This design comes from an exercise in tuning for small area on the open sky130 flow, not from production work.
RTL that was checked went through simulation tests only; none was proved equivalent to the original.
Only the layout flow was run in run 4; the RTL was not checked for function there.
The clock port is modelled as an ideal driver; clocking choices that lean on that would not hold on a real chip.
Power and IR drop assume default switching activity.

==> design/flow/design.v <==
module psone_debounce(
	input	iCLK,
	input	iRESET,
	input	iKEY,
	output	oKEY_FRONT
);
localparam N = 11;
localparam TAP = (N == 11) ? 8 : 2;	 
localparam [N-1:0] SEED = (N == 11) ? 'h01f : 'h5;
reg key_deb;
reg [1:0]  dff;
reg [1:0]  pressed;
reg [N-1:0] cnt;	 
localparam [N-1:0] CPOL = {(N+1)/2{2'b01}};
wire [N-1:0] cv = cnt ^ CPOL;
wire low_ones = &cv[N-2:0];
wire done     = low_ones & cv[N-1];
always @(posedge iCLK or negedge iRESET) begin
	if (!iRESET) begin
		dff     <= 2'd0;
		pressed <= 2'd0;
		key_deb <= 1'b0;
	end else begin
		dff     <= {dff[0], iKEY};
		pressed <= {pressed[0], key_deb};
		if (done) key_deb <= dff[1];
	end
end
always @(posedge iCLK) begin
	if (dff[0] ^ dff[1]) cnt <= SEED ^ CPOL;
	else cnt <= {cv[N-2:0], ~(cv[N-1] ^ cv[TAP]) | low_ones} ^ CPOL;
end
assign oKEY_FRONT = !pressed[0] & pressed[1];
endmodule
module psone(
	input		iCLK,
	input		iRESET,
	input		iKEY_ST,  
	output	oCS,
	output	oCLK,
	output	oMOSI,
	input		iMISO,
	input		iACK,
	input		iRX,
	output	oTX,
	output	oIND
);
localparam HP = 3500;			 
localparam HB = 2604;			 
localparam HR = HP - HB + 1;	 
function [11:0] hstep(input [11:0] s);
	hstep = {s[10:0], ~(s[11] ^ s[6] ^ s[1])};
endfunction
function [11:0] hpow(input integer n);
	integer i;
	begin
		hpow = 12'd0;
		for (i = 0; i < n; i = i + 1) hpow = hstep(hpow);
	end
endfunction
localparam [11:0] H_END = hpow(HP);	 
localparam [11:0] H_RE  = hpow(HR);	 
function integer pick_sk(input integer hp);
	integer k;
	reg [11:0] a, b, c;
	begin
		a = hpow(hp - 2);
		b = hpow(hp - 1);
		c = hpow(hp);
		pick_sk = -1;
		for (k = 11; k >= 0; k = k - 1)
			if (a[k] & ~b[k] & ~c[k]) pick_sk = k;
	end
endfunction
localparam integer SK = pick_sk(HP);
function [3:0] bstep(input [3:0] s);
	bstep = {s[2:0], s[3] ^ ~(s[2] | s[1])};
endfunction
wire KEY_PR;
reg en;		 
reg M;		 
reg cs;
reg mosi;
reg tx;
reg [11:0] H;		 
localparam [11:0] HPOL = 12'b101010101010;
wire [11:0] hv = H ^ HPOL;
reg [4:0]  E;
reg [3:0]  B;
reg        bit_buf;
reg [71:0] ring;
reg [3:0]  P9;
reg [2:0]  P8;
wire HALF_PER   = (hv == H_END);
wire E25        = E[4] & E[3] & E[0];			 
wire B8         = B[3] & ~B[2] & ~B[0];			 
wire EN_SPI     = en & ~M;
wire LAST       = HALF_PER & E[4] & E[2] & E[1] & B8;	 
wire MATCH      = (P9 == B) & (P8 == E[3:1]);
wire WR         = MATCH & ~M & ~E[0] & (~E[4] | (E[3:1] == 3'd0));
always @(posedge iCLK or negedge iRESET) begin
	if (!iRESET) en <= 1'b0;
	else if (KEY_PR) en <= ~en;
end
always @(posedge iCLK or negedge iRESET) begin
	if (!iRESET) begin
		cs   <= 1'b1;
		mosi <= 1'b0;
	end else begin
		cs   <= ~EN_SPI;
		mosi <= ~cs & ~B[3] & ~B[1] &
		        (B[0] ? ((E == 5'd3) | (E == 5'd4) | (E == 5'd13) | (E == 5'd14))
		              : (~B[2] & (E < 5'd3)));
	end
end
always @(posedge iCLK or negedge iRESET) begin
	if (!iRESET) begin
		M <= 1'b0;
		E <= 5'd0;
	end else if (M ? LAST : cs) begin
		M <= 1'b0;
		E <= 5'd0;
	end else if (E25) begin
		if (~M & B8) begin
			M <= 1'b1;
			E <= 5'd24;
		end else E <= {4'd0, M};
	end else if (HALF_PER | (M & E[4] & (E[3] | (E[2] & E[1] & E[0])))) E <= E + 1'b1;	 
end
always @(posedge iCLK) begin
	if (M ? LAST : cs) B <= 4'd0;
	else if (E25 & (M | ~B8)) B <= bstep(B);
end
always @(posedge iCLK) begin
	if (M ? LAST : ~(EN_SPI & ~HALF_PER)) H <= HPOL;
	else if (M & (HALF_PER | E25)) H <= H_RE ^ HPOL;
	else H <= hstep(hv) ^ HPOL;
end
always @(posedge iCLK or negedge iRESET) begin
	if (!iRESET) tx <= 1'b1;
	else if (M) begin
		if (E25) tx <= 1'b0;
		else if (HALF_PER & ~E[0]) tx <= bit_buf | (E[4] & (E[2] | E[1]));	 
	end else tx <= 1'b1;
end
function [2:0] p8step(input [2:0] s);
	p8step = {s[1:0], s[2] ^ (s[1] | ~s[0])};
endfunction
always @(posedge iCLK or negedge iRESET) begin
	if (!iRESET) begin
		P9 <= 4'd0;
		P8 <= 3'd0;
	end else begin
		P9 <= bstep(P9);
		P8 <= p8step(P8);
	end
end
always @(posedge iCLK) begin
	if (M) begin
		if (MATCH) bit_buf <= ring[0];
	end else if (E[0] & hv[SK]) bit_buf <= iMISO;
	ring <= {WR ? bit_buf : ring[0], ring[71:1]};
end
psone_debounce DEB(
	.iCLK(iCLK),
	.iRESET(iRESET),
	.iKEY(iKEY_ST),
	.oKEY_FRONT(KEY_PR)
);
assign oCS   = cs;
assign oCLK  = ~(E[0] & ~E[4] & ~M);
assign oMOSI = mosi;
assign oTX   = tx;
assign oIND  = en;
endmodule
==> design/flow/flow/run.sh <==
#!/bin/bash
# The standard layout (standard.sh) with three changes:
#  - synthesis maps the logic with an area-oriented ABC script (flow/abc_area.script)
#    in place of ORFS's speed script; everything else in the synthesis is the
#    standard one (synth_recipe.tcl on ORFS's synth.tcl), so the registers and
#    their names are the standard synthesis's;
#  - clock tree synthesis without dummy loads, from clkbuf_4 buffers;
#  - port buffers are buf_1 cells;
#  - after CTS, clock leaf buffers are downsized where the slew allows (flow/post_cts.tcl).
# Each tool's output goes to a log file here.
set -euo pipefail
W=$(pwd)

# A copy of ORFS's scripts in which the speed ABC script is ours.
rm -rf "$W/orfs_scripts"
cp -r "$FLOW_HOME/scripts" "$W/orfs_scripts"
cp "$W/flow/abc_area.script" "$W/orfs_scripts/abc_speed.script"
{
  echo "set ::env(SCRIPTS_DIR) {$W/orfs_scripts}"
  cat "$W/synth_recipe.tcl"
} > "$W/area_synth.tcl"

export CTS_ARGS="-sink_clustering_enable -repair_clock_nets -dont_use_dummy_load -buf_list sky130_fd_sc_hd__clkbuf_4 -sink_clustering_size 40 -sink_clustering_max_diameter 100"
export BUFFER_PORTS_ARGS="-buffer_cell sky130_fd_sc_hd__buf_1"
export POST_CTS_TCL="$W/flow/post_cts.tcl"

# Synthesis only, with our script; standard.sh then finds it done and goes on.
make -C "$FLOW_HOME" DESIGN_CONFIG="$W/config.mk" WORK_HOME="$W/orfs" CLKGATE_MAP_FILE= \
  SYNTH_SCRIPT="$W/area_synth.tcl" ADDER_MAP_FILE= synth > "$W/synth.log" 2>&1
bash standard.sh > "$W/standard.log" 2>&1
==> design/flow/flow/abc_area.script <==
strash
&get -n
&st
&dch
&nf -p -R 1000 -C 32
&put
mfs2
strash
&get -n
&st
&dch
&nf -p -R 1000 -C 32
&put
mfs2
strash
&get -n
&st
&dch
&nf -p -R 1000 -C 32
&put
topo
==> design/flow/flow/post_cts.tcl <==
# After CTS: give each clock leaf buffer (one that drives only register clock
# pins) the smallest clkbuf cell that keeps the clock slew at those pins,
# with placement parasitics, under a target.
set leaf_slew_target 0.095
set sizes {sky130_fd_sc_hd__clkbuf_1 sky130_fd_sc_hd__clkbuf_2}
proc leaf_sink_pins {inst} {
  set pins {}
  set net [[$inst findITerm X] getNet]
  foreach it [$net getITerms] {
    if {[$it getInst] eq $inst} { continue }
    if {[[$it getMTerm] getName] ne "CLK"} { return {} }
    lappend pins "[[$it getInst] getName]/CLK"
  }
  return $pins
}
proc worst_slew {pins} {
  set worst 0
  foreach p $pins {
    set s [get_property [get_pins $p] slew_max]
    if {$s > $worst} { set worst $s }
  }
  return $worst
}
estimate_parasitics -placement
foreach inst [[ord::get_db_block] getInsts] {
  set name [$inst getName]
  if {![string match "clkbuf_*" $name]} { continue }
  set pins [leaf_sink_pins $inst]
  if {[llength $pins] == 0} { continue }
  set orig [[$inst getMaster] getName]
  foreach cell $sizes {
    replace_cell $name $cell
    estimate_parasitics -placement
    if {[worst_slew $pins] <= $leaf_slew_target} {
      puts "post_cts: $name ($orig, [llength $pins] sinks) -> $cell"
      break
    }
    replace_cell $name $orig
    estimate_parasitics -placement
  }
}
==> design/flow/standard.sh <==
#!/bin/bash
# synth_recipe.tcl (not shown) runs the flow's synth.tcl, then flattens the netlist and writes it again
# the make line also repeats each setting of config.mk as NAME=value (left out here)
make -C /OpenROAD-flow-scripts/flow DESIGN_CONFIG=/design/flow/config.mk WORK_HOME=/design/flow/orfs CLKGATE_MAP_FILE= SYNTH_SCRIPT=/design/flow/synth_recipe.tcl "${@:-finish}"
==> design/flow/config.mk <==
export PLATFORM = sky130hd
export DESIGN_NAME = psone
export DESIGN_NICKNAME = psone
export VERILOG_FILES = /design/flow/design.v
export SDC_FILE = /design/flow/constraint.sdc
export NUM_CORES = 4
export LEC_CHECK = 0
export CAP_MARGIN = 20
export CORE_MARGIN = 2
export CORE_UTILIZATION = 65
export CTS_BUF_LIST = sky130_fd_sc_hd__clkbuf_4
export CTS_CLUSTER_DIAMETER = 100
export CTS_CLUSTER_SIZE = 40
export PLACE_DENSITY = 0.8
export SLEW_MARGIN = 20
==> design/flow/constraint.sdc <==
create_clock -name core_clock -period 10.0 [get_ports {iCLK}]
set_input_delay 2.0000 -clock core_clock [delete_from_list [all_inputs] [get_ports {iCLK}]]
set_output_delay 2.0000 -clock core_clock [all_outputs]
set_load 0.01 [all_outputs]
==> impl_metrics.py, run 1 <==
metrics = {
    "placement": {
        "port_buffers": 8,
        "dpl.cell_count": 326,
        "globalplace.congestion": 0.807,
        "place_hpwl_um": 2860,
        "place_ws_ns": 6.85,
        "dpl_cell_area_um2": 3430,
    },
    "synth": {
        "synth_fa_ha_area_share_pct": 0,
        "syn_area_um2": 3300,
        "synth_top_family_by_area": "simple AND/OR/NAND/NOR gates",
        "synth_fp_nets": 255,
        "synth-seq-area-share_pct": 77.7,
        "synth.yosys.warnings": 2,
        "synth-seq-cells": 122,
        "synth-xor-area-share_pct": 4.77,
        "synth-main-ff-cell": "dfxtp_1",
        "synth_mux_area_share_pct": 1.93,
        "ys_async_sr_fraction_pct": 18.0,
        "synth_cell_type_count": 31,
        "yosys.area_share.simple_pct": 10.1,
        "synth_compound_area_share_pct": 5.15,
        "syn_avg_cell_area_um2": 13.3,
        "synthCells": 249,
        "synth_edf_count": 1,
    },
    "route": {
        "remaining_drc_errors": 0,
        "dr.first_iter.drc_count": 109,
        "via_per_inst": 5.13,
        "num_vias": 1761,
        "wl_um": 4410,
        "antenna_left": 0,
        "wl_per_cell_um": 12.8,
        "drtPass1Iterations": 4,
    },
    "sta": {
        "clock_skew_ns": 0.0536,
        "layout_setup_ws_ns": 6.39,
        "hold_ws_ns": 0.309,
        "finalCritPeriodShare_pct": 36.1,
        "tightest_slew_ns": 0.489,
        "hold_viol": 0,
        "finalMaxSlewViolations": 0,
        "finalSetupTns_ns": 0,
        "fmax_ghz": 0.277,
        "finalCriticalPeriod_ns": 3.61,
        "finalSetupViolCount": 0,
        "rsz0062_at_grt": "false",
        "max_slew_margin_pct": 67.1,
    },
    "hold_path": {
        "min_path_type": "reg2reg",
    },
    "clock_network": {
        "clk_latency_ns": 0.47,
        "clkTransAtPathRegs_ns": 0.11,
        "cts_tree": "done",
        "cts.sinks": 122,
    },
    "die": {
        "core-area_um2": 4820,
        "die_area_um2": 5670,
        "row_count": 25,
        "num_io_pins": 11,
        "start_util_pct": 68.5,
        "die_h_um": 75.3,
        "die_w_um": 75.3,
    },
    "cells_and_area": {
        "layout-drive-gt1-share_pct": 7.61,
        "fin_util_pct": 73.8,
        "diodes": 0,
        "layout.cells.non_filler": 343,
        "final_nets": 284,
        "fin_area_um2": 3550,
        "area_delta_synth_final_pct": 7.62,
    },
    "setup_path": {
        "slowest_delay_ns": 0.55,
        "cp.required_ns": 8.00,
        "worst_setup_path_end_kind": "output pin",
        "worstPathMaxFanout": 11,
        "r2r_end": "E[2]",
        "cp-start-kind": "register",
        "regToRegStartpoint": "H[1]",
        "r2r_cells": 7,
        "cp_data_arrival_time_ns": 1.61,
        "crit_path_top_delay_cell": "dfrtp_1",
        "cp_cell_sequence": "clkinv_1, nand2_1, or2_0, buf_1",
        "r2r_setup_slack_ns": 7.74,
        "crit_path_start": "M",
        "path_class": "reg2out",
        "endpoint": "oCLK",
    },
    "power_and_ir_drop": {
        "combPwrFrac_pct": 0.7,
        "pwr_density_cell_nw_per_um2": 198,
        "p_switching_mw": 0.138,
        "peakVddDrop_uv": 172,
        "power.total_mw": 0.703,
        "seqPwrFrac_pct": 69.9,
        "clock_power_share_pct": 29.4,
        "p_leak_nw": 1.38,
        "internal-power_mw": 0.566,
        "switching_share_pct": 19.6,
    },
    "global_routing": {
        "grt_use_total_pct": 19.1,
        "grt-ovfl-total": 0,
        "grt_start_max_net_pins": 23,
        "grt_pass1_vias": 1648,
        "antenna_found_initial": 0,
        "grt_pass1_wl_um": 7430,
    },
    "status": {
        "status": "timing/DRC/antenna clean",
    },
    "flow_run": {
        "cap_violations": 0,
    },
}
[cell usage in the layout (no fill, tap or decap)]
cell type  Yosys  final
dfxtp_1       99     99
nor2_1        23     23
nand2_1       22     22
dfrtp_1       20     20
clkbuf_4       0     15
o21ai_0       13     13
xnor2_1       11     11
buf_1          0      8
xor2_1         7      7
nand4_1        5      5
a21oi_1        5      5
nand3_1        4      4
clkinv_1       3      3
nor4_1         3      3
mux2_1         3      3
nor3_1         3      3
a211oi_1       3      3
nor2b_1        3      3
mux2i_1        3      3
and3_1         2      2
a31o_1         2      2
o21a_1         2      2
nand2b_1       2      2
clkbuf_2       0      2
dfstp_2        2      2
buf_4          0      2
or2_0          1      1
nor3b_1        1      1
nand4b_1       1      1
o32ai_1        1      1
or4_1          1      1
o41ai_1        1      1
or3_1          1      1
a21o_1         1      1
edfxtp_1       1      1
[routing by layer]
metal | up-vias | track usage [%] | wire [um]
met1 | 831 | 25.0 | 2240
met2 | 40 | 25.3 | 1910
met3 | 4 | 10.4 | 220
met5 | - | 0 | 0
li1 | 886 | - | -
met4 | 0 | 10.1 | 38
[final cells by class]
cell class              instances  area (um2)
clock buffers                  17         123
fillers                       344        1260
inverters                       3        11.3
multi-input cells             124         726
flip-flops and latches        122        2560
well taps                      67        83.8
repair buffers                 10        45.0
[kinds of logic (layout without fill, tap and decap cells)]
group,after synthesis,in the layout
compound gates,28,28
xor+xnor,18,18
buf+inv,3,30
flops,122,122
mux,6,6
simple gates,72,72
[cells in the mapped netlist (all sizes together), types with 3 or more instances]
library cell	n	share of area, %
dfxtp	99	60
nor2	23	2.6
nand2	22	2.5
dfrtp	20	15
o21ai	13	2.0
xnor2	11	2.9
xor2	7	1.9
a21oi	5	0.76
nand4	5	0.95
nand3	4	0.61
a211oi	3	0.68
clkinv	3	0.34
mux2	3	1.0
mux2i	3	0.91
nor2b	3	0.57
nor3	3	0.45
nor4	3	0.57
[worst min-delay path by stage]
stage,startpoint,cells past startpoint,endpoint
after global placement,ring[56],0,ring[55]
after floorplan,ring[1],0,ring[0]
after detailed placement,ring[59],0,ring[58]
after global routing,ring[14],0,ring[13]
final,ring[16],0,ring[15]
[critical path, delay by kind of cell (launching register included)]
family / cells / cell delay [ns]
flops: 1 / 0.55
buf+inv: 2 / 0.39
simple gates: 2 / 0.23
[registers in the layout (all words and copies together) (netlist names)]
signal	cells
DEB.pressed	2
P8	3
P9	4
H	12
ring	72
tx	1
cs	1
DEB.dff	2
DEB.key_deb	1
mosi	1
en	1
B	4
M	1
E	5
bit_buf	1
DEB.cnt	11
[power groups by stage]
stage               Combinational (mW)  Clock (mW)  Sequential [mW]
floorplan                      0.00242           0            0.502
global placement               0.00527           0            0.502
detailed placement             0.00543           0            0.502
global route                   0.00621       0.240            0.492
finish                         0.00526       0.207            0.491
==> run 2: changes to the inputs <==
--- a/design/flow/flow/abc_area.script
+++ b/design/flow/flow/abc_area.script
@@ -1,3 +1,10 @@
+strash
+&get -n
+&st
+&dch
+&nf -p -R 1000 -C 32
+&put
+mfs2
 strash
 &get -n
 &st
==> impl_metrics.py, run 2 <==
metrics = {
    "status": {
        "status": "timing/DRC/antenna clean",
    },
    "cells_and_area": {
        "layout-drive-gt1-share_pct": 7.75,
        "largest_registers": "ring: 72 flops, H: 12 flops, DEB.cnt: 11 flops",
        "diodes": 0,
        "multi_input_area_um2": 717,
        "largest_reg_flops": 72,
        "seq_area_um2": 2560,
        "layout_common_cells": "99 x dfxtp_1, 23 x nor2_1, 20 x dfrtp_1, 19 x nand2_1, 14 x clkbuf_4",
        "final_nets": 279,
        "nFillCells": 330,
        "layout.cells.non_filler": 338,
        "fin_area_um2": 3530,
        "regMostFlops": "ring",
        "mostFrequentLayoutCell": "dfxtp_1",
        "area_delta_synth_final_pct": 7.38,
    },
    "synth": {
        "ys_top_cells_by_count": "99 x dfxtp_1, 23 x nor2_1, 20 x dfrtp_1",
        "synth.top_cell.area_share_pct": 60.3,
        "synth_cell_type_count": 33,
        "synth_fp_nets": 251,
        "synthCells": 245,
        "synth_area_leaders": "dfxtp_1 60%, dfrtp_1 15%, xnor2_1 2.9%, nor2_1 2.6%, nand2_1 2.2%",
        "synth-seq-area-share_pct": 78.0,
        "synth-seq-cells": 122,
        "yosysMostFrequentCell": "dfxtp_1",
        "ys_async_sr_fraction_pct": 18.0,
        "syn_avg_cell_area_um2": 13.4,
        "synth-main-ff-cell": "dfxtp_1",
        "synth_edf_count": 1,
        "synth_largest_area_cell": "dfxtp_1",
        "syn_area_um2": 3290,
        "synth.yosys.warnings": 2,
    },
    "global_routing": {
        "grt-ovfl-total": 0,
        "busiest_layer": "met2",
        "met2_usage_pct": 25.7,
        "grt_pass1_vias": 1585,
        "grtUsageMet1_pct": 24.4,
        "grt_use_met3_pct": 11.4,
        "grt_start_max_net_pins": 23,
        "antenna_found_initial": 0,
        "grt_pass1_wl_um": 7340,
        "grt_use_total_pct": 18.7,
    },
    "setup_path": {
        "cp_data_arrival_time_ns": 1.64,
        "cp.required_ns": 8.00,
        "path_class": "reg2out",
        "cp-start-kind": "register",
        "worst_setup_path_end_kind": "output pin",
        "worstPathMaxFanout": 12,
    },
    "route": {
        "via_per_inst": 5.27,
        "wl_um": 4570,
        "drtPass1Iterations": 4,
        "dr.first_iter.drc_count": 185,
        "num_vias": 1782,
        "antenna_left": 0,
        "remaining_drc_errors": 0,
        "wl_per_cell_um": 13.5,
    },
    "sta": {
        "finalMaxSlewViolations": 0,
        "finalCritPeriodShare_pct": 36.4,
        "clock_skew_ns": 0.0431,
        "finalSetupTns_ns": 0,
        "tightest_slew_ns": 1.08,
        "max_slew_margin_pct": 27.2,
        "layout_setup_ws_ns": 6.36,
        "fmax_ghz": 0.275,
        "rsz0062_at_grt": "false",
        "finalCriticalPeriod_ns": 3.64,
        "hold_viol": 0,
        "finalSetupViolCount": 0,
    },
    "hold_path": {
        "min_path_type": "reg2reg",
    },
    "clock_network": {
        "clk_latency_ns": 0.47,
        "clkTransAtPathRegs_ns": 0.09,
        "cts_tree": "done",
        "cts.sinks": 122,
    },
    "placement": {
        "place_hpwl_um": 2910,
        "globalplace.congestion": 0.828,
        "place_ws_ns": 6.84,
        "port_buffers": 8,
        "dpl.cell_count": 321,
        "dpl_cell_area_um2": 3410,
    },
    "power_and_ir_drop": {
        "power.total_mw": 0.701,
        "pwr_density_cell_nw_per_um2": 198,
        "peakVddDrop_uv": 154,
        "p_leak_nw": 1.39,
    },
    "die": {
        "num_io_pins": 11,
        "die_h_um": 75.1,
        "die_area_um2": 5650,
        "die_w_um": 75.1,
        "row_count": 25,
        "start_util_pct": 68.3,
        "core-area_um2": 4820,
    },
    "flow_run": {
        "cap_violations": 0,
    },
}
run 2: critical path: stages (launching register included):
cell and delay [ns]:
dfrtp_1 0.57, clkinv_1 0.24, nand2_1 0.12, or2_0 0.12, buf_1 0.15
run 2: report_power, final:
group	leakage, nW	internal [mW]	switching (mW)
Sequential	1.09	0.490	0.00158
Combinational	0.226	0.00151	0.00341
Clock	0.0769	0.0719	0.133
Total	1.39	0.563	0.138
run 2: metal layers:
| metal | vias to the layer above | wire, um |
|---|---|---|
| met4 | 0 | 66 |
| met5 | - | 0 |
| met1 | 843 | 2220 |
| met3 | 7 | 281 |
| met2 | 56 | 2000 |
| li1 | 876 | - |
run 2: per-stage QoR:
stage | utilization [%] | hold WS, ns
2_1_floorplan | - | 0.310
3_3_place_gp | 70.8 | 0.312
3_5_place_dp | 70.8 | 0.312
5_1_grt | 73.3 | 0.309
6_report | 73.3 | 0.308
run 2: path summary, 6_finish.rpt:
path | startpoint | end | slack, ns | cells after the start
worst max-delay path | M | oCLK | 6.36 | 4
worst min-delay path | ring[13] | ring[12] | 0.31 | 0
worst max register to register | H[1] | E[3] | 7.23 | 7
worst min register to register | ring[13] | ring[12] | 0.31 | 0
max in group asynchronous | iRESET | cs | 8.11 | 1
min in group asynchronous | iRESET | P9[0] | 1.49 | 1
run 2: cell families after synthesis:
kind of cell    synth area share [%]
flops                           78.0
simple gates                    9.89
xor+xnor                        4.53
compound gates                  5.44
mux                             1.94
buf+inv                        0.228
run 2: final cells by class:
| class | instances | share of cell area (%) |
|---|---|---|
| timing repair buffer | 9 | 1.10 |
| multi-input combinational | 121 | 20.3 |
| tap | 67 | 2.37 |
| clock buffer | 17 | 3.40 |
| sequential | 122 | 72.6 |
| inverter | 2 | 0.213 |
==> run 3: changes to the inputs <==
--- a/design/flow/flow/post_cts.tcl
+++ b/design/flow/flow/post_cts.tcl
@@ -1,7 +1,7 @@
 # After CTS: give each clock leaf buffer (one that drives only register clock
 # pins) the smallest clkbuf cell that keeps the clock slew at those pins,
 # with placement parasitics, under a target.
-set leaf_slew_target 0.095
+set leaf_slew_target 0.110
 set sizes {sky130_fd_sc_hd__clkbuf_1 sky130_fd_sc_hd__clkbuf_2}
 proc leaf_sink_pins {inst} {
   set pins {}
==> impl_metrics.py, run 3 <==
metrics = {
    "clock_network": {
        "clkTransAtPathRegs_ns": 0.09,
        "cts.sinks": 122,
        "clk_latency_ns": 0.47,
        "cts_tree": "done",
    },
    "die": {
        "core-area_um2": 4820,
        "die_h_um": 75.1,
        "start_util_pct": 68.3,
        "row_count": 25,
        "die_area_um2": 5650,
        "die_w_um": 75.1,
        "num_io_pins": 11,
    },
    "setup_path": {
        "cp.required_ns": 8.00,
        "r2r_cells": 7,
        "worstPathMaxFanout": 12,
        "cp-start-kind": "register",
        "endpoint": "oCLK",
        "r2r_setup_slack_ns": 7.23,
        "crit_path_start": "M",
        "worst_setup_path_end_kind": "output pin",
        "r2r_end": "E[3]",
        "path_class": "reg2out",
        "cp_data_arrival_time_ns": 1.64,
        "regToRegStartpoint": "H[1]",
    },
    "cells_and_area": {
        "nFillCells": 331,
        "largest_reg_flops": 72,
        "layout_common_cells": "99 x dfxtp_1, 23 x nor2_1, 20 x dfrtp_1, 19 x nand2_1, 13 x clkbuf_4",
        "diodes": 0,
        "final_nets": 279,
        "multi_input_area_um2": 717,
        "largest_registers": "ring: 72 flops, H: 12 flops, DEB.cnt: 11 flops",
        "regMostFlops": "ring",
        "mostFrequentLayoutCell": "dfxtp_1",
        "fin_util_pct": 73.3,
        "area_delta_synth_final_pct": 7.30,
        "seq_area_um2": 2560,
        "layout-drive-gt1-share_pct": 7.75,
    },
    "hold_path": {
        "min_path_type": "reg2reg",
    },
    "route": {
        "wl_per_cell_um": 13.5,
        "via_per_inst": 5.27,
        "wl_um": 4570,
        "antenna_left": 0,
        "dr.first_iter.drc_count": 185,
        "remaining_drc_errors": 0,
        "num_vias": 1782,
        "drtPass1Iterations": 4,
    },
    "synth": {
        "syn_avg_cell_area_um2": 13.4,
        "synth_cell_type_count": 33,
        "synth.top_cell.area_share_pct": 60.3,
        "synth_fp_nets": 251,
        "syn_area_um2": 3290,
        "synth_largest_area_cell": "dfxtp_1",
        "ys_async_sr_fraction_pct": 18.0,
        "yosysMostFrequentCell": "dfxtp_1",
        "synth-seq-cells": 122,
        "ys_top_cells_by_count": "99 x dfxtp_1, 23 x nor2_1, 20 x dfrtp_1",
        "synth_area_leaders": "dfxtp_1 60%, dfrtp_1 15%, xnor2_1 2.9%, nor2_1 2.6%, nand2_1 2.2%",
        "synth-seq-area-share_pct": 78.0,
        "synth-main-ff-cell": "dfxtp_1",
        "synth_edf_count": 1,
        "synth.yosys.warnings": 2,
        "synthCells": 245,
    },
    "flow_run": {
        "cap_violations": 0,
    },
    "sta": {
        "clock_skew_ns": 0.0431,
        "finalSetupViolCount": 0,
        "finalCriticalPeriod_ns": 3.64,
        "finalCritPeriodShare_pct": 36.4,
        "fmax_ghz": 0.275,
        "hold_viol": 0,
        "tightest_slew_ns": 1.08,
        "finalSetupTns_ns": 0,
        "max_slew_margin_pct": 27.2,
        "rsz0062_at_grt": "false",
        "finalMaxSlewViolations": 0,
    },
    "global_routing": {
        "grt_start_max_net_pins": 23,
        "grt_pass1_vias": 1585,
        "grt_pass1_wl_um": 7340,
        "grt_use_total_pct": 18.7,
        "grt-ovfl-total": 0,
        "antenna_found_initial": 0,
    },
    "power_and_ir_drop": {
        "power.total_mw": 0.699,
        "peakVddDrop_uv": 154,
        "pwr_density_cell_nw_per_um2": 198,
        "p_leak_nw": 1.39,
    },
    "placement": {
        "port_buffers": 8,
        "place_hpwl_um": 2910,
        "globalplace.congestion": 0.828,
    },
    "status": {
        "status": "timing/DRC/antenna clean",
    },
}
-- run 3: cell counts after synthesis --
No cell type changed its count.
-- run 3: layer usage --
metal / part of all wire, % / vias to the layer above / global-route usage, % / routed length, um
met1: 49 / 843 / 24.4 / 2230
met2: 44 / 56 / 25.7 / 2000
met4: 1.4 / 0 / 6.82 / 66
met5: 0 / - / 0 / 0
li1: - / 876 / - / -
met3: 6.2 / 7 / 11.4 / 281
-- run 3: worst min-delay path by stage --
stage	endpoint	from	cells after the start	slack [ns]
detailed placement	ring[4]	ring[5]	0	0.31
finish	ring[12]	ring[13]	0	0.30
global placement	ring[15]	ring[16]	0	0.31
global route	ring[70]	ring[71]	0	0.31
floorplan	ring[0]	ring[1]	0	0.31
-- run 3: kinds of logic after synthesis --
| group | synth area share [%] |
|---|---|
| compound gates | 5.44 |
| flops | 78.0 |
| mux | 1.94 |
| buf+inv | 0.228 |
| simple gates | 9.89 |
| xor+xnor | 4.53 |
-- run 3: metrics by stage --
stage	instances	area, um2	worst slack (ns)	hold slack [ns]
5_1_grt	338	3530	6.16	0.309
3_5_place_dp	321	3410	6.84	0.312
3_3_place_gp	321	3410	6.86	0.312
6_report	338	3530	6.36	0.304
2_1_floorplan	245	3290	7.09	0.310
-- run 3: area by class of cell --
cell class / instances / share of cell area, %
Clock buffer: 17 / 3.33
Inverter: 2 / 0.213
Multi-Input combinational cell: 121 / 20.3
Sequential cell: 122 / 72.7
Tap cell: 67 / 2.38
Timing Repair Buffer: 9 / 1.10
-- run 3: power breakdown --
group | internal (mW) | switching (mW)
clock network | 0.0700 | 0.133
logic | 0.00151 | 0.00341
registers | 0.490 | 0.00158
-- run 3: critical path, stage by stage, from the launching register on --
cell and delay, ns:
dfrtp_1 0.57, clkinv_1 0.24, nand2_1 0.12, or2_0 0.12, buf_1 0.15
==> run 4: changes to the inputs <==
--- a/design/flow/design.v
+++ b/design/flow/design.v
@@ -48,13 +48,14 @@
 localparam HP = 3500;			 
 localparam HB = 2604;			 
 localparam HR = HP - HB + 1;	 
+localparam [11:0] H_0 = 12'd340;
 function [11:0] hstep(input [11:0] s);
-	hstep = {s[10:0], ~(s[11] ^ s[6] ^ s[1])};
+	hstep = {s[10:0], ~(s[11] ^ s[2] ^ s[0])};
 endfunction
 function [11:0] hpow(input integer n);
 	integer i;
 	begin
-		hpow = 12'd0;
+		hpow = H_0;
 		for (i = 0; i < n; i = i + 1) hpow = hstep(hpow);
 	end
 endfunction
@@ -69,10 +70,18 @@
 		c = hpow(hp);
 		pick_sk = -1;
 		for (k = 11; k >= 0; k = k - 1)
-			if (a[k] & ~b[k] & ~c[k]) pick_sk = k;
+			if ((a[k] != b[k]) && (b[k] == c[k])) pick_sk = k;
+	end
+endfunction
+function pick_skv(input integer hp);
+	reg [11:0] a;
+	begin
+		a = hpow(hp - 2);
+		pick_skv = a[pick_sk(hp)];
 	end
 endfunction
 localparam integer SK = pick_sk(HP);
+localparam SKV = pick_skv(HP);
 function [3:0] bstep(input [3:0] s);
 	bstep = {s[2:0], s[3] ^ ~(s[2] | s[1])};
 endfunction
@@ -132,7 +141,7 @@
 	else if (E25 & (M | ~B8)) B <= bstep(B);
 end
 always @(posedge iCLK) begin
-	if (M ? LAST : ~(EN_SPI & ~HALF_PER)) H <= HPOL;
+	if (M ? LAST : ~(EN_SPI & ~HALF_PER)) H <= H_0 ^ HPOL;
 	else if (M & (HALF_PER | E25)) H <= H_RE ^ HPOL;
 	else H <= hstep(hv) ^ HPOL;
 end
@@ -158,7 +167,7 @@
 always @(posedge iCLK) begin
 	if (M) begin
 		if (MATCH) bit_buf <= ring[0];
-	end else if (E[0] & hv[SK]) bit_buf <= iMISO;
+	end else if (E[0] & (hv[SK] == SKV)) bit_buf <= iMISO;
 	ring <= {WR ? bit_buf : ring[0], ring[71:1]};
 end
 psone_debounce DEB(
==> impl_metrics.py, run 4 <==
metrics = {
    "status": {
        "status": "timing/DRC/antenna clean",
    },
    "die": {
        "die_h_um": 75.0,
        "core-area_um2": 4790,
        "row_count": 25,
        "num_io_pins": 11,
        "start_util_pct": 68.5,
        "die_area_um2": 5630,
        "die_w_um": 75.0,
    },
    "clock_network": {
        "clk_latency_ns": 0.49,
        "clkTransAtPathRegs_ns": 0.10,
        "cts.sinks": 122,
        "cts_tree": "done",
    },
    "sta": {
        "hold_viol": 0,
        "finalCritPeriodShare_pct": 32.7,
        "fmax_ghz": 0.306,
        "max_slew_margin_pct": 59.3,
        "finalSetupTns_ns": 0,
        "finalCriticalPeriod_ns": 3.27,
        "layout_setup_ws_ns": 6.73,
        "hold_ws_ns": 0.283,
        "rsz0062_at_grt": "false",
        "finalSetupViolCount": 0,
        "finalMaxSlewViolations": 0,
        "clock_skew_ns": 0.0597,
        "tightest_slew_ns": 0.605,
    },
    "cells_and_area": {
        "nFillCells": 343,
        "fin_area_um2": 3520,
        "fin_util_pct": 73.6,
        "regMostFlops": "ring",
        "area_delta_synth_final_pct": 7.52,
        "largest_reg_flops": 72,
        "diodes": 0,
        "largest_registers": "ring: 72 flops, H: 12 flops, DEB.cnt: 11 flops",
        "mostFrequentLayoutCell": "dfxtp_1",
        "layout.cells.non_filler": 342,
        "layout-drive-gt1-share_pct": 7.64,
        "layout_common_cells": "99 x dfxtp_1, 32 x nand2_1, 21 x nor2_1, 20 x dfrtp_1, 13 x clkbuf_4",
        "final_nets": 283,
    },
    "synth": {
        "synth-xor-area-share_pct": 4.54,
        "synth-seq-area-share_pct": 78.2,
        "synth_fa_ha_area_share_pct": 0,
        "synth.top_cell.area_share_pct": 60.5,
        "synth.yosys.warnings": 2,
        "yosys.area_share.simple_pct": 10.6,
        "syn_avg_cell_area_um2": 13.2,
        "synth_edf_count": 1,
        "synth_top_family_by_area": "simple AND/OR/NAND/NOR gates",
        "synth-main-ff-cell": "dfxtp_1",
        "ys_async_sr_fraction_pct": 18.0,
        "yosysMostFrequentCell": "dfxtp_1",
        "synthCells": 248,
        "synth_largest_area_cell": "dfxtp_1",
        "synth-seq-cells": 122,
        "syn_area_um2": 3280,
        "synth_area_leaders": "dfxtp_1 60%, dfrtp_1 15%, nand2_1 3.7%, xor2_1 2.7%, nor2_1 2.4%",
        "synth_fp_nets": 254,
        "synth_mux_area_share_pct": 2.25,
        "synth_compound_area_share_pct": 4.20,
        "ys_top_cells_by_count": "99 x dfxtp_1, 32 x nand2_1, 21 x nor2_1",
        "synth_cell_type_count": 29,
    },
    "setup_path": {
        "worst_setup_path_end_kind": "output pin",
        "cp-start-kind": "register",
        "cp.required_ns": 8.00,
        "path_class": "reg2out",
        "worstPathMaxFanout": 10,
        "cp_data_arrival_time_ns": 1.27,
    },
    "placement": {
        "place_ws_ns": 7.21,
        "globalplace.congestion": 0.825,
        "port_buffers": 8,
        "dpl.cell_count": 325,
        "place_hpwl_um": 2960,
        "dpl_cell_area_um2": 3410,
    },
    "global_routing": {
        "antenna_found_initial": 0,
        "grt_pass1_wl_um": 7600,
        "grt_start_max_net_pins": 23,
        "grt_use_total_pct": 19.6,
        "grt_pass1_vias": 1668,
        "grt-ovfl-total": 0,
    },
    "route": {
        "antenna_left": 0,
        "wl_um": 4550,
        "wl_per_cell_um": 13.3,
        "drtPass1Iterations": 4,
        "via_per_inst": 5.10,
        "remaining_drc_errors": 0,
        "num_vias": 1745,
        "dr.first_iter.drc_count": 102,
    },
    "power_and_ir_drop": {
        "power.total_mw": 0.699,
        "p_leak_nw": 1.42,
        "pwr_density_cell_nw_per_um2": 198,
        "peakVddDrop_uv": 151,
    },
    "hold_path": {
        "min_path_type": "reg2reg",
    },
    "flow_run": {
        "cap_violations": 0,
    },
}
## run 4: cell types whose count changed in the layout (fill, tap and decap cells not counted), moves of 2 or more
cell / delta
o21a_1: -2
xor2_1: +4
a211oi_1: -2
a21o_1: -2
xnor2_1: -4
or4_1: +2
nand2_1: +13
o211ai_1: +2
nor2_1: -2
## run 4: cells by family (layout without fill, tap and decap cells)
group,after synthesis,count (layout)
muxes,7,7
buffers and inverters,1,28
and+or+nand+nor,78,78
DFF,122,122
AOI/OAI and AO/OA,23,23
xor gates and xnor gates,17,17
## run 4: power breakdown
| part | switching, mW | internal (mW) |
|---|---|---|
| clock network | 0.132 | 0.0700 |
| registers | 0.00170 | 0.490 |
| logic | 0.00374 | 0.00174 |
| total | 0.138 | 0.562 |
## run 4: path summary, 6_finish.rpt
check	slack [ns]	start	end	depth (start not counted)
setup / recovery	6.73	M	oCLK	3
min in group asynchronous	1.46	iRESET	P9[0]	2
hold reg to reg	0.28	ring[5]	ring[4]	0
max in group asynchronous	8.21	iRESET	tx	2
setup reg to reg	7.69	H[5]	E[0]	9
hold / removal	0.28	ring[5]	ring[4]	0
## run 4: cell type report
| cell class | count | area [um2] | area share (%) |
|---|---|---|---|
| sequential | 122 | 2560 | 72.8 |
| multi-input combinational | 125 | 709 | 20.1 |
| clock buffer | 17 | 118 | 3.34 |
| tap | 67 | 83.8 | 2.38 |
| timing repair buffer | 10 | 45.0 | 1.28 |
| inverter | 1 | 3.75 | 0.106 |
## run 4: per-layer routing
metal  global-route usage [%]  wire length [um]  share of wire (%)  vias to the layer above
met4                     13.3                81                1.8                        0
met5                        0                 0                  0                        -
met2                     26.8              2040                 45                       37
met1                     25.0              2200                 48                      823
met3                     8.70               223                4.9                        9
li1                         -                 -                  -                      876
## run 4: worst max-delay path, stage by stage (launching register included)
cell and delay, ns:
dfrtp_1 0.50, nor2_1 0.13, nand2_1 0.06, buf_1 0.14
==> run 5: changes to the inputs <==
--- a/design/flow/design.v
+++ b/design/flow/design.v
@@ -82,8 +82,11 @@
 endfunction
 localparam integer SK = pick_sk(HP);
 localparam SKV = pick_skv(HP);
+function bfb(input [3:0] s);
+	bfb = ~(s[3] ^ s[2]) & ~s[1];
+endfunction
 function [3:0] bstep(input [3:0] s);
-	bstep = {s[2:0], s[3] ^ ~(s[2] | s[1])};
+	bstep = {s[2:0], bfb(s)};
 endfunction
 wire KEY_PR;
 reg en;		 
@@ -152,17 +155,13 @@
 		else if (HALF_PER & ~E[0]) tx <= bit_buf | (E[4] & (E[2] | E[1]));	 
 	end else tx <= 1'b1;
 end
-function [2:0] p8step(input [2:0] s);
-	p8step = {s[1:0], s[2] ^ (s[1] | ~s[0])};
+function p8fb(input [2:0] s);
+	p8fb = s[2] ^ (s[1] | ~s[0]);
 endfunction
-always @(posedge iCLK or negedge iRESET) begin
-	if (!iRESET) begin
-		P9 <= 4'd0;
-		P8 <= 3'd0;
-	end else begin
-		P9 <= bstep(P9);
-		P8 <= p8step(P8);
-	end
+wire idle = cs & ~M;
+always @(posedge iCLK) begin
+	P9 <= {P9[2:0], bfb(P9) & ~idle};
+	P8 <= {P8[1:0], p8fb(P8) & ~idle};
 end
 always @(posedge iCLK) begin
 	if (M) begin
--- a/design/flow/flow/post_cts.tcl
+++ b/design/flow/flow/post_cts.tcl
@@ -1,7 +1,7 @@
 # After CTS: give each clock leaf buffer (one that drives only register clock
 # pins) the smallest clkbuf cell that keeps the clock slew at those pins,
 # with placement parasitics, under a target.
-set leaf_slew_target 0.110
+set leaf_slew_target 0.095
 set sizes {sky130_fd_sc_hd__clkbuf_1 sky130_fd_sc_hd__clkbuf_2}
 proc leaf_sink_pins {inst} {
   set pins {}
==> impl_metrics.py, run 5 <==
metrics = {
    "route": {
        "wl_um": 4600,
        "wl_per_cell_um": 13.6,
        "dr.first_iter.drc_count": 111,
        "antenna_left": 0,
        "drtPass1Iterations": 4,
        "remaining_drc_errors": 0,
        "num_vias": 1781,
        "via_per_inst": 5.25,
    },
    "power_and_ir_drop": {
        "combPwrFrac_pct": 0.7,
        "p_leak_nw": 1.42,
        "seqPwrFrac_pct": 70.2,
        "peakVddDrop_uv": 153,
        "pwr_density_cell_nw_per_um2": 200,
        "switching_share_pct": 19.5,
        "p_switching_mw": 0.136,
        "clock_power_share_pct": 29.1,
        "internal-power_mw": 0.563,
        "power.total_mw": 0.699,
    },
    "placement": {
        "globalplace.congestion": 0.784,
        "place_hpwl_um": 2880,
        "dpl_cell_area_um2": 3370,
        "port_buffers": 8,
    },
    "synth": {
        "synth.yosys.warnings": 2,
        "synth_cell_type_count": 32,
        "ys_top_cells_by_count": "106 x dfxtp_1, 22 x nand2_1, 21 x nor2_1",
        "syn_avg_cell_area_um2": 13.2,
        "yosysMostFrequentCell": "dfxtp_1",
        "synth.top_cell.area_share_pct": 65.1,
        "synth_largest_area_cell": "dfxtp_1",
        "synth-seq-area-share_pct": 77.6,
        "syn_area_um2": 3260,
        "synth-seq-cells": 122,
        "synth-main-ff-cell": "dfxtp_1",
        "synth_edf_count": 1,
        "synth_area_leaders": "dfxtp_1 65%, dfrtp_1 10%, xor2_1 2.7%, nand2_1 2.5%, nor2_1 2.4%",
        "ys_async_sr_fraction_pct": 12.3,
        "synth_fp_nets": 253,
        "synthCells": 247,
    },
    "setup_path": {
        "cp.required_ns": 8.00,
        "crit_path_top_delay_cell": "dfrtp_1",
        "cp-start-kind": "register",
        "cp_cell_sequence": "nor2_1, nand2_1, buf_1",
        "slowest_delay_ns": 0.66,
        "worstPathMaxFanout": 16,
        "cp_data_arrival_time_ns": 1.44,
        "worst_setup_path_end_kind": "output pin",
        "path_class": "reg2out",
    },
    "cells_and_area": {
        "largest_registers": "ring: 72 flops, H: 12 flops, DEB.cnt: 11 flops",
        "area_delta_synth_final_pct": 7.18,
        "layout_common_cells": "106 x dfxtp_1, 22 x nand2_1, 21 x nor2_1, 14 x clkbuf_4, 13 x dfrtp_1",
        "largest_reg_flops": 72,
        "nFillCells": 346,
        "diodes": 0,
        "mostFrequentLayoutCell": "dfxtp_1",
        "regMostFlops": "ring",
        "final_nets": 280,
        "fin_area_um2": 3490,
        "layout-drive-gt1-share_pct": 6.99,
    },
    "global_routing": {
        "grt_pass1_wl_um": 7900,
        "grt_start_max_net_pins": 17,
        "grt_use_total_pct": 20.1,
        "antenna_found_initial": 0,
        "grt-ovfl-total": 0,
        "grt_pass1_vias": 1727,
    },
    "sta": {
        "hold_viol": 0,
        "finalCriticalPeriod_ns": 3.44,
        "clock_skew_ns": 0.0435,
        "max_slew_margin_pct": 32.0,
        "finalMaxSlewViolations": 0,
        "finalSetupViolCount": 0,
        "rsz0062_at_grt": "false",
        "finalSetupTns_ns": 0,
        "tightest_slew_ns": 1.01,
        "fmax_ghz": 0.291,
        "finalCritPeriodShare_pct": 34.4,
    },
    "die": {
        "die_area_um2": 5600,
        "die_w_um": 74.8,
        "die_h_um": 74.8,
        "row_count": 25,
        "core-area_um2": 4790,
        "num_io_pins": 11,
        "start_util_pct": 68.1,
    },
    "status": {
        "status": "timing/DRC/antenna clean",
    },
    "clock_network": {
        "clk_latency_ns": 0.47,
        "cts_tree": "done",
        "cts.sinks": 122,
        "clkTransAtPathRegs_ns": 0.09,
    },
    "hold_path": {
        "min_path_type": "reg2reg",
    },
    "flow_run": {
        "cap_violations": 0,
    },
}
## run 5: cell count changes after synthesis, sizes merged, moves of 2 or more
cell    previous run  this run
a21oi              6         9
a22o               0         3
dfrtp             20        13
dfxtp             99       106
mux2i              4         0
nand2             32        22
nand2b             1         4
nor3               4         6
o21ai              9         4
o31ai              0         3
or4                3         1
xnor2              7         9
## run 5: critical path, delay by kind of cell, from the launching register on
| kind | cells | cell delay (ns) |
|---|---|---|
| simple gates | 2 | 0.17 |
| buf+inv | 1 | 0.16 |
| flops | 1 | 0.66 |
## run 5: layer usage
| metal | GRT usage, % | wire length, um | share of wire, % | vias to the layer above |
|---|---|---|---|---|
| li1 | - | - | - | 877 |
| met1 | 26.4 | 2210 | 48 | 843 |
| met2 | 27.2 | 2020 | 44 | 51 |
| met3 | 10.6 | 292 | 6.3 | 10 |
| met4 | 10.1 | 73 | 1.6 | 0 |
| met5 | 0 | 0 | 0 | - |
## run 5: power groups by stage
stage                     Combinational, mW  Sequential [mW]  Clock [mW]
after floorplan                     0.00247            0.502           0
after global placement              0.00463            0.502           0
after detailed placement            0.00471            0.502           0
after global routing                0.00540            0.492       0.233
final                               0.00462            0.491       0.203
## run 5: logic make-up (layout without fill, tap and decap cells)
kind of cell	Yosys count	in the layout	synth area share (%)
XOR/XNOR	19	19	5.10
AND/OR/NAND/NOR	77	77	11.2
buffers and inverters	1	26	0.115
multiplexers	3	3	1.04
AO/OA/AOI/OAI	25	25	4.95
flip-flops	122	122	77.6
## run 5: final timing paths
check                         start    endpoint  slack, ns  cells past startpoint
hold reg to reg            ring[71]    ring[70]       0.30                      0
min in group asynchronous    iRESET  DEB.dff[0]       1.60                      1
hold / removal             ring[71]    ring[70]       0.30                      0
max in group asynchronous    iRESET        E[2]       7.85                      1
setup / recovery                  M        oCLK       6.56                      3
setup reg to reg               H[2]        E[2]       7.62                      8
## run 5: layout make-up
type / instances / area (um2) / area share (%)
clock buffers: 17 / 120 / 3.44
inverters: 1 / 3.75 / 0.107
multi-input cells: 124 / 727 / 20.8
flip-flops and latches: 122 / 2530 / 72.4
well taps: 67 / 83.8 / 2.40
repair buffers: 8 / 30.0 / 0.859
## run 5: metrics by stage
stage / hold slack [ns] / worst slack, ns / utilization (%) / cells
5_1_grt: 0.313 / 6.35 / 73.0 / 339
3_5_place_dp: 0.312 / 7.05 / 70.5 / 322
6_report: 0.299 / 6.56 / 73.0 / 339
3_3_place_gp: 0.312 / 7.06 / 70.5 / 322
2_1_floorplan: 0.310 / 7.30 / - / 247
==> run 6: changes to the inputs <==
--- a/design/flow/design.v
+++ b/design/flow/design.v
@@ -97,7 +97,9 @@
 reg [11:0] H;		 
 localparam [11:0] HPOL = 12'b101010101010;
 wire [11:0] hv = H ^ HPOL;
-reg [4:0]  E;
+reg        E0;		 
+reg [4:1]  Eh;		 
+wire [4:0] E = {Eh, E0};
 reg [3:0]  B;
 reg        bit_buf;
 reg [71:0] ring;
@@ -125,20 +127,31 @@
 		              : (~B[2] & (E < 5'd3)));
 	end
 end
+reg [4:0] e_next;
+reg       m_next;
+always @(*) begin
+	e_next = E;
+	m_next = M;
+	if (M ? LAST : cs) begin
+		m_next = 1'b0;
+		e_next = 5'd0;
+	end else if (E25) begin
+		if (~M & B8) begin
+			m_next = 1'b1;
+			e_next = 5'd24;
+		end else e_next = {4'd0, M};
+	end else if (HALF_PER | (M & E[4] & (E[3] | (E[2] & E[1] & E[0])))) e_next = E + 1'b1;	 
+end
 always @(posedge iCLK or negedge iRESET) begin
 	if (!iRESET) begin
-		M <= 1'b0;
-		E <= 5'd0;
-	end else if (M ? LAST : cs) begin
-		M <= 1'b0;
-		E <= 5'd0;
-	end else if (E25) begin
-		if (~M & B8) begin
-			M <= 1'b1;
-			E <= 5'd24;
-		end else E <= {4'd0, M};
-	end else if (HALF_PER | (M & E[4] & (E[3] | (E[2] & E[1] & E[0])))) E <= E + 1'b1;	 
+		M  <= 1'b0;
+		E0 <= 1'b0;
+	end else begin
+		M  <= m_next;
+		E0 <= e_next[0];
+	end
 end
+always @(posedge iCLK) Eh <= e_next[4:1];
 always @(posedge iCLK) begin
 	if (M ? LAST : cs) B <= 4'd0;
 	else if (E25 & (M | ~B8)) B <= bstep(B);
==> design/flow/flow/abc_area.script (replaced) <==
strash
&get -n
&st
&dch -x
&nf -p -R 1000 -C 32
&put
mfs2
strash
&get -n
&st
&dch -x
&nf -p -R 1000 -C 32
&put
mfs2
strash
&get -n
&st
&dch -x
&nf -p -R 1000 -C 32
&put
mfs2
strash
&get -n
&st
&dch -x
&nf -p -R 1000 -C 32
&put
topo
==> impl_metrics.py, run 6 <==
metrics = {
    "synth": {
        "syn_avg_cell_area_um2": 13.2,
        "synth-main-ff-cell": "dfxtp_1",
        "synth_cell_type_count": 35,
        "synth_area_leaders": "dfxtp_1 68%, dfrtp_1 7.0%, nand2_1 2.7%, nor2_1 2.6%, xnor2_1 2.2%",
        "synth_fp_nets": 251,
        "yosysMostFrequentCell": "dfxtp_1",
        "synth-seq-area-share_pct": 77.8,
        "synth_edf_count": 1,
        "synthCells": 245,
        "synth.yosys.warnings": 2,
        "synth-seq-cells": 122,
        "ys_async_sr_fraction_pct": 9.02,
        "synth.top_cell.area_share_pct": 68.3,
        "synth_largest_area_cell": "dfxtp_1",
        "ys_top_cells_by_count": "110 x dfxtp_1, 23 x nand2_1, 22 x nor2_1",
        "syn_area_um2": 3220,
    },
    "power_and_ir_drop": {
        "power.total_mw": 0.700,
        "p_leak_nw": 1.40,
        "peakVddDrop_uv": 147,
        "pwr_density_cell_nw_per_um2": 202,
    },
    "sta": {
        "finalCritPeriodShare_pct": 34.5,
        "tightest_slew_ns": 0.750,
        "max_slew_margin_pct": 50.0,
        "rsz0062_at_grt": "false",
        "finalCriticalPeriod_ns": 3.45,
        "hold_ws_ns": 0.304,
        "finalSetupViolCount": 0,
        "finalSetupTns_ns": 0,
        "finalMaxSlewViolations": 0,
        "fmax_ghz": 0.290,
        "hold_viol": 0,
        "layout_setup_ws_ns": 6.55,
        "clock_skew_ns": 0.0550,
    },
    "placement": {
        "place_hpwl_um": 2900,
        "dpl.cell_count": 320,
        "place_ws_ns": 7.03,
        "globalplace.congestion": 0.816,
        "port_buffers": 8,
        "dpl_cell_area_um2": 3340,
    },
    "cells_and_area": {
        "mostFrequentLayoutCell": "dfxtp_1",
        "diodes": 0,
        "nFillCells": 336,
        "layout.cells.non_filler": 337,
        "final_nets": 278,
        "largest_registers": "ring: 72 flops, H: 12 flops, DEB.cnt: 11 flops",
        "layout-drive-gt1-share_pct": 7.04,
        "regMostFlops": "ring",
        "fin_area_um2": 3460,
        "layout_common_cells": "110 x dfxtp_1, 23 x nand2_1, 22 x nor2_1, 16 x clkbuf_4, 11 x a21oi_1",
        "fin_util_pct": 72.8,
        "area_delta_synth_final_pct": 7.41,
        "largest_reg_flops": 72,
    },
    "setup_path": {
        "path_class": "reg2out",
        "cp.required_ns": 8.00,
        "cp_data_arrival_time_ns": 1.45,
        "worst_setup_path_end_kind": "output pin",
        "cp-start-kind": "register",
        "crit_path_top_delay_cell": "dfrtp_1",
        "cp_cell_sequence": "nor2_1, nand2_1, buf_1",
        "worstPathMaxFanout": 17,
        "slowest_delay_ns": 0.64,
    },
    "route": {
        "wl_per_cell_um": 13.5,
        "antenna_left": 0,
        "remaining_drc_errors": 0,
        "via_per_inst": 5.16,
        "drtPass1Iterations": 5,
        "wl_um": 4550,
        "dr.first_iter.drc_count": 148,
        "num_vias": 1739,
    },
    "global_routing": {
        "grt_pass1_vias": 1622,
        "antenna_found_initial": 0,
        "grt_start_max_net_pins": 18,
        "grt_use_total_pct": 19.9,
        "grt_pass1_wl_um": 7780,
        "grt-ovfl-total": 0,
    },
    "die": {
        "core-area_um2": 4750,
        "start_util_pct": 67.8,
        "row_count": 25,
        "num_io_pins": 11,
        "die_w_um": 74.4,
        "die_area_um2": 5540,
        "die_h_um": 74.4,
    },
    "clock_network": {
        "cts.sinks": 122,
        "cts_tree": "done",
        "clk_latency_ns": 0.46,
        "clkTransAtPathRegs_ns": 0.10,
    },
    "status": {
        "status": "timing/DRC/antenna clean",
    },
    "hold_path": {
        "min_path_type": "reg2reg",
    },
    "flow_run": {
        "cap_violations": 0,
    },
}
-- run 6: worst max-delay path, delay by kind of cell, from the launching register on --
| family | cells | cell delay [ns] |
|---|---|---|
| DFF | 1 | 0.64 |
| and+or+nand+nor | 2 | 0.18 |
| buffers and inverters | 1 | 0.16 |
-- run 6: path summary, 6_finish.rpt --
kind	start	to	slack, ns	depth (start not counted)
min in group asynchronous	iRESET	E0	1.50	1
hold reg to reg	ring[26]	ring[25]	0.30	0
max in group asynchronous	iRESET	DEB.dff[1]	8.12	1
setup / recovery	M	oCLK	6.55	3
setup reg to reg	H[7]	E0	7.82	6
hold / removal	ring[26]	ring[25]	0.30	0
-- run 6: cell type report --
type	instances	area [um2]	share of cell area, %
flip-flops and latches	122	2510	72.5
multi-input cells	123	714	20.6
clock buffers	17	125	3.61
well taps	67	83.8	2.42
repair buffers	8	30.0	0.867
-- run 6: logic make-up after synthesis --
kind of cell,synth area share [%]
AOI/OAI and AO/OA,4.35
xor gates and xnor gates,4.35
DFF,77.8
muxes,1.67
and+or+nand+nor,11.8
-- run 6: routing by layer --
metal | routed length (um) | global-route usage (%)
met5 | 0 | 0
met4 | 54 | 10.1
met3 | 262 | 8.27
met2 | 2030 | 27.8
met1 | 2210 | 26.8
-- run 6: report_power, final --
part / internal [mW] / switching, mW / total [mW]
Clock: 0.0759 / 0.129 / 0.205
Sequential: 0.489 / 0.00170 / 0.491
Combinational: 0.00174 / 0.00284 / 0.00458
==> run 7: changes to the inputs <==
==> design/flow/flow/abc_area.script (replaced) <==
strash
&get -n
&st
&dch
&nf -p -R 1000 -C 32
&put
mfs2
strash
&get -n
&st
&dch
&nf -p -R 1000 -C 32
&put
mfs2
strash
&get -n
&st
&dch
&nf -p -R 1000 -C 32
&put
mfs2
strash
&get -n
&st
&dch
&nf -p -R 1000 -C 32
&put
topo
==> impl_metrics.py, run 7 <==
metrics = {
    "power_and_ir_drop": {
        "switching_share_pct": 20.0,
        "p_switching_mw": 0.141,
        "power.total_mw": 0.705,
        "clock_power_share_pct": 29.8,
        "combPwrFrac_pct": 0.6,
        "internal-power_mw": 0.565,
        "pwr_density_cell_nw_per_um2": 203,
        "peakVddDrop_uv": 161,
        "p_leak_nw": 1.40,
        "seqPwrFrac_pct": 69.6,
    },
    "cells_and_area": {
        "largest_reg_flops": 72,
        "area_delta_synth_final_pct": 7.31,
        "seq_area_um2": 2510,
        "multi_input_area_um2": 723,
        "layout-drive-gt1-share_pct": 7.01,
        "diodes": 0,
        "fin_area_um2": 3470,
        "nFillCells": 345,
        "final_nets": 279,
        "regMostFlops": "ring",
        "mostFrequentLayoutCell": "dfxtp_1",
        "layout_common_cells": "110 x dfxtp_1, 27 x nand2_1, 20 x nor2_1, 15 x clkbuf_4",
        "largest_registers": "ring: 72 flops, H: 12 flops, DEB.cnt: 11 flops",
    },
    "synth": {
        "ys_async_sr_fraction_pct": 9.02,
        "synth.yosys.warnings": 2,
        "syn_area_um2": 3230,
        "synth-main-ff-cell": "dfxtp_1",
        "synthCells": 246,
        "synth_largest_area_cell": "dfxtp_1",
        "synth_area_leaders": "dfxtp_1 68%, dfrtp_1 7.0%, nand2_1 3.1%, xor2_1 2.4%, nor2_1 2.3%",
        "yosysMostFrequentCell": "dfxtp_1",
        "synth_edf_count": 1,
        "synth-seq-cells": 122,
        "synth_cell_type_count": 33,
        "synth_fp_nets": 252,
        "syn_avg_cell_area_um2": 13.1,
        "synth-seq-area-share_pct": 77.6,
        "synth.top_cell.area_share_pct": 68.1,
        "ys_top_cells_by_count": "110 x dfxtp_1, 27 x nand2_1, 20 x nor2_1",
    },
    "clock_network": {
        "clk_latency_ns": 0.49,
        "cts.sinks": 122,
        "clkTransAtPathRegs_ns": 0.10,
        "cts_tree": "done",
    },
    "route": {
        "via_per_inst": 5.09,
        "antenna_left": 0,
        "num_vias": 1721,
        "remaining_drc_errors": 0,
        "drtPass1Iterations": 5,
        "wl_per_cell_um": 13.4,
        "wl_um": 4540,
        "dr.first_iter.drc_count": 124,
    },
    "global_routing": {
        "grt_use_total_pct": 20.3,
        "grt_start_max_net_pins": 17,
        "grt_pass1_wl_um": 7800,
        "grt_pass1_vias": 1652,
        "antenna_found_initial": 0,
        "grt-ovfl-total": 0,
    },
    "hold_path": {
        "min_path_type": "reg2reg",
        "hold_depth": 0,
    },
    "sta": {
        "max_slew_margin_pct": 51.2,
        "finalMaxSlewViolations": 0,
        "finalSetupTns_ns": 0,
        "finalSetupViolCount": 0,
        "hold_ws_ns": 0.303,
        "finalCriticalPeriod_ns": 3.48,
        "finalCritPeriodShare_pct": 34.8,
        "hold_viol": 0,
        "clock_skew_ns": 0.0624,
        "fmax_ghz": 0.288,
        "tightest_slew_ns": 0.732,
        "layout_setup_ws_ns": 6.52,
        "rsz0062_at_grt": "false",
    },
    "setup_path": {
        "cp-start-kind": "register",
        "worst_setup_path_end_kind": "output pin",
        "cp_data_arrival_time_ns": 1.48,
        "path_class": "reg2out",
        "worstPathMaxFanout": 16,
        "r2r_cells": 6,
        "cp.required_ns": 8.00,
    },
    "die": {
        "start_util_pct": 68.0,
        "row_count": 25,
        "core-area_um2": 4750,
        "die_area_um2": 5550,
        "num_io_pins": 11,
        "die_w_um": 74.5,
        "die_h_um": 74.5,
    },
    "placement": {
        "globalplace.congestion": 0.785,
        "dpl_cell_area_um2": 3350,
        "place_hpwl_um": 2800,
        "port_buffers": 8,
        "place_ws_ns": 7.05,
    },
    "status": {
        "status": "timing/DRC/antenna clean",
    },
    "flow_run": {
        "cap_violations": 0,
    },
}
## run 7: worst max-delay path, stage by stage (launching register included)
cell and delay [ns]:
dfrtp_1 0.66, nor2_1 0.08, nand2_1 0.08, buf_1 0.18
## run 7: worst paths after layout
check                               from       end  slack [ns]
worst max-delay path                   M      oCLK        6.52
worst min-delay path            ring[17]  ring[16]        0.30
worst max register to register      H[7]        E0        7.92
worst min register to register  ring[17]  ring[16]        0.30
max in group asynchronous         iRESET        tx        8.09
min in group asynchronous         iRESET        en        1.49
## run 7: metrics by stage
step	std cells	util, %
final	338	73.0
after global routing	338	73.0
after detailed placement	321	70.4
after global placement	321	70.4
after floorplan	246	-
## run 7: final cells by class
cell class	instances	share of cell area [%]
multi-input combinational	124	20.8
tap	67	2.42
clock buffer	17	3.53
timing repair buffer	8	0.865
sequential	122	72.3
## run 7: power by group through the flow
stage	sequential, mW	clock (mW)	combinational [mW]
6_report	0.491	0.210	0.00434
5_1_grt	0.492	0.237	0.00515
3_5_place_dp	0.502	0	0.00447
3_3_place_gp	0.502	0	0.00425
2_1_floorplan	0.502	0	0.00248
## run 7: per-layer routing
metal	global-route usage, %	vias up	wire length [um]
li1	-	877	-
met1	26.6	792	2220
met2	26.6	42	1950
met3	11.0	10	278
met4	11.3	0	92
met5	0	-	0
## run 7: cells by family (layout without fill, tap and decap cells)
kind of cell / Yosys count / after routing / share of synthesized area [%]
flip-flops: 122 / 122 / 77.6
AND/OR/NAND/NOR: 78 / 78 / 11.5
AO/OA/AOI/OAI: 24 / 24 / 4.64
XOR/XNOR: 17 / 17 / 4.61
multiplexers: 5 / 5 / 1.66
buffers and inverters: 0 / 25 / 0
==> run 8: changes to the inputs <==
--- a/design/flow/design.v
+++ b/design/flow/design.v
@@ -161,9 +161,8 @@
 	else if (M & (HALF_PER | E25)) H <= H_RE ^ HPOL;
 	else H <= hstep(hv) ^ HPOL;
 end
-always @(posedge iCLK or negedge iRESET) begin
-	if (!iRESET) tx <= 1'b1;
-	else if (M) begin
+always @(posedge iCLK) begin
+	if (M) begin
 		if (E25) tx <= 1'b0;
 		else if (HALF_PER & ~E[0]) tx <= bit_buf | (E[4] & (E[2] | E[1]));	 
 	end else tx <= 1'b1;
@@ -191,6 +190,6 @@
 assign oCS   = cs;
 assign oCLK  = ~(E[0] & ~E[4] & ~M);
 assign oMOSI = mosi;
-assign oTX   = tx;
+assign oTX   = tx | ~M;
 assign oIND  = en;
 endmodule
==> impl_metrics.py, run 8 <==
metrics = {
    "setup_path": {
        "cp.required_ns": 8.00,
        "r2r_setup_slack_ns": 7.85,
        "r2r_end": "H[10]",
        "worst-path-buf-inv": 1,
        "cp-start-kind": "register",
        "crit_path_top_delay_cell": "dfrtp_1",
        "cp_data_arrival_time_ns": 1.32,
        "crit_path_start": "M",
        "worstPathMaxFanout": 12,
        "worst_setup_path_end_kind": "output pin",
        "slowest_delay_ns": 0.58,
        "crit_family": "flip-flops",
        "r2r_cells": 6,
        "cp_cell_sequence": "nand2b_1, buf_1",
        "path_class": "reg2out",
        "regToRegStartpoint": "H[7]",
    },
    "synth": {
        "yosys.area_share.simple_pct": 10.6,
        "syn_avg_cell_area_um2": 12.9,
        "synth-main-ff-cell": "dfxtp_1",
        "syn_area_um2": 3230,
        "synth.top_cell.area_share_pct": 68.9,
        "ys_top_cells_by_count": "111 x dfxtp_1, 26 x nand2_1, 19 x nor2_1",
        "synth_fp_nets": 256,
        "synth-seq-area-share_pct": 77.6,
        "synth_fa_ha_area_share_pct": 0,
        "synth_mux_area_share_pct": 0.698,
        "synth-xor-area-share_pct": 5.16,
        "synth_cell_type_count": 32,
        "synth_top_family_by_area": "simple AND/OR/NAND/NOR gates",
        "synthCells": 250,
        "synth-seq-cells": 122,
        "synth_area_leaders": "dfxtp_1 69%, dfrtp_1 7.0%, nand2_1 3.0%, xnor2_1 3.0%, nor2_1 2.2%",
        "synth_compound_area_share_pct": 5.39,
        "synth_largest_area_cell": "dfxtp_1",
        "synth_edf_count": 1,
        "ys_async_sr_fraction_pct": 8.20,
        "yosysMostFrequentCell": "dfxtp_1",
        "synth.yosys.warnings": 2,
    },
    "die": {
        "num_io_pins": 11,
        "start_util_pct": 67.9,
        "core-area_um2": 4750,
        "row_count": 25,
        "die_w_um": 74.5,
        "die_h_um": 74.5,
        "die_area_um2": 5540,
    },
    "cells_and_area": {
        "diodes": 0,
        "mostFrequentLayoutCell": "dfxtp_1",
        "layout-drive-gt1-share_pct": 6.88,
        "layout_common_cells": "111 x dfxtp_1, 26 x nand2_1, 19 x nor2_1, 15 x clkbuf_4, 11 x xnor2_1",
        "largest_reg_flops": 72,
        "regMostFlops": "ring",
        "final_nets": 284,
        "nFillCells": 352,
        "fin_area_um2": 3470,
        "area_delta_synth_final_pct": 7.56,
        "largest_registers": "ring: 72 flops, H: 12 flops, DEB.cnt: 11 flops",
    },
    "route": {
        "wl_um": 4590,
        "remaining_drc_errors": 0,
        "num_vias": 1772,
        "drtPass1Iterations": 4,
        "antenna_left": 0,
        "via_per_inst": 5.17,
        "wl_per_cell_um": 13.4,
        "dr.first_iter.drc_count": 123,
    },
    "power_and_ir_drop": {
        "p_leak_nw": 1.37,
        "power.total_mw": 0.700,
        "pwr_density_cell_nw_per_um2": 202,
        "peakVddDrop_uv": 160,
    },
    "hold_path": {
        "min_from": "ring[71]",
        "worstHoldEndpoint": "ring[70]",
        "min_path_type": "reg2reg",
        "hold_depth": 0,
    },
    "global_routing": {
        "grt_start_max_net_pins": 17,
        "grt_pass1_wl_um": 7760,
        "grt-ovfl-total": 0,
        "grt_use_total_pct": 19.9,
        "antenna_found_initial": 0,
        "met2_usage_pct": 27.5,
        "grt_pass1_vias": 1682,
        "busiest_layer": "met2",
        "grtUsageMet1_pct": 26.0,
        "grt_use_met3_pct": 9.89,
    },
    "placement": {
        "dpl_cell_area_um2": 3350,
        "globalplace.congestion": 0.862,
        "port_buffers": 8,
        "place_hpwl_um": 3020,
    },
    "sta": {
        "finalSetupTns_ns": 0,
        "rsz0062_at_grt": "false",
        "max_slew_margin_pct": 59.2,
        "clock_skew_ns": 0.0352,
        "hold_ws_ns": 0.303,
        "finalCritPeriodShare_pct": 33.2,
        "finalMaxSlewViolations": 0,
        "finalSetupViolCount": 0,
        "fmax_ghz": 0.301,
        "tightest_slew_ns": 0.612,
        "hold_viol": 0,
        "finalCriticalPeriod_ns": 3.32,
    },
    "clock_network": {
        "cts.sinks": 122,
        "clkTransAtPathRegs_ns": 0.11,
        "cts_tree": "done",
        "clk_latency_ns": 0.45,
    },
    "flow_run": {
        "cap_violations": 0,
    },
    "status": {
        "status": "timing/DRC/antenna clean",
    },
}
-- run 8: changes by cell type after synthesis, sizes merged, moves of 2 or more --
cell | before | now
clkinv | 0 | 5
xnor2 | 8 | 11
nor3 | 6 | 8
mux2i | 2 | 0
o21ai | 2 | 6
a21o | 2 | 0
a22o | 0 | 3
or4 | 3 | 1
-- run 8: stage by stage --
| stage | std cells | utilization, % | setup WS (ns) |
|---|---|---|---|
| 2_1_floorplan | 250 | - | 7.34 |
| 3_3_place_gp | 326 | 70.4 | 7.16 |
| 3_5_place_dp | 326 | 70.4 | 7.13 |
| 5_1_grt | 343 | 73.0 | 6.54 |
| 6_report | 343 | 73.0 | 6.68 |
-- run 8: report_power, final --
group,switching [mW],internal (mW)
Combinational,0.00273,0.00147
Clock,0.131,0.0740
Sequential,0.00160,0.489
Total,0.136,0.565
-- run 8: cell type report --
type,count,area [um2],share of cell area (%)
multi-input combinational,123,704,20.3
tap,67,83.8,2.42
clock buffer,17,123,3.53
inverter,5,18.8,0.541
sequential,122,2500,72.1
timing repair buffer,9,37.5,1.08
-- run 8: how the worst max path moves through the flow --
stage            to  slack [ns]  cells past startpoint
5_1_grt         oTX        6.54                      2
6_report        oTX        6.68                      2
3_5_place_dp    oTX        7.13                      2
2_1_floorplan  oCLK        7.34                      2
3_3_place_gp   oCLK        7.16                      3
-- run 8: kinds of logic after synthesis --
| group | Yosys count |
|---|---|
| DFF | 122 |
| and+or+nand+nor | 74 |
| AOI/OAI and AO/OA | 28 |
| xor gates and xnor gates | 19 |
| buffers and inverters | 5 |
| muxes | 2 |
-- run 8: routing by layer --
metal / vias up / share of wire [%]
li1: 892 / -
met1: 835 / 49
met2: 35 / 46
met3: 10 / 4.4
met4: 0 / 1.1
met5: - / 0
-- run 8: worst reg2reg max path, delay by kind of cell, from the launching register on --
| family | cells | cell delay [ns] |
|---|---|---|
| and+or+nand+nor | 4 | 1.07 |
| DFF | 1 | 0.32 |
| AOI/OAI and AO/OA | 2 | 0.67 |

Check on run 8: ideal ports give 6.683 ns setup slack; a clkbuf_16 on the clock port and buf_2 on the inputs give 6.657 ns; moving port delays by the midpoint clock arrival (0.472 ns) as well gives 7.129 ns.
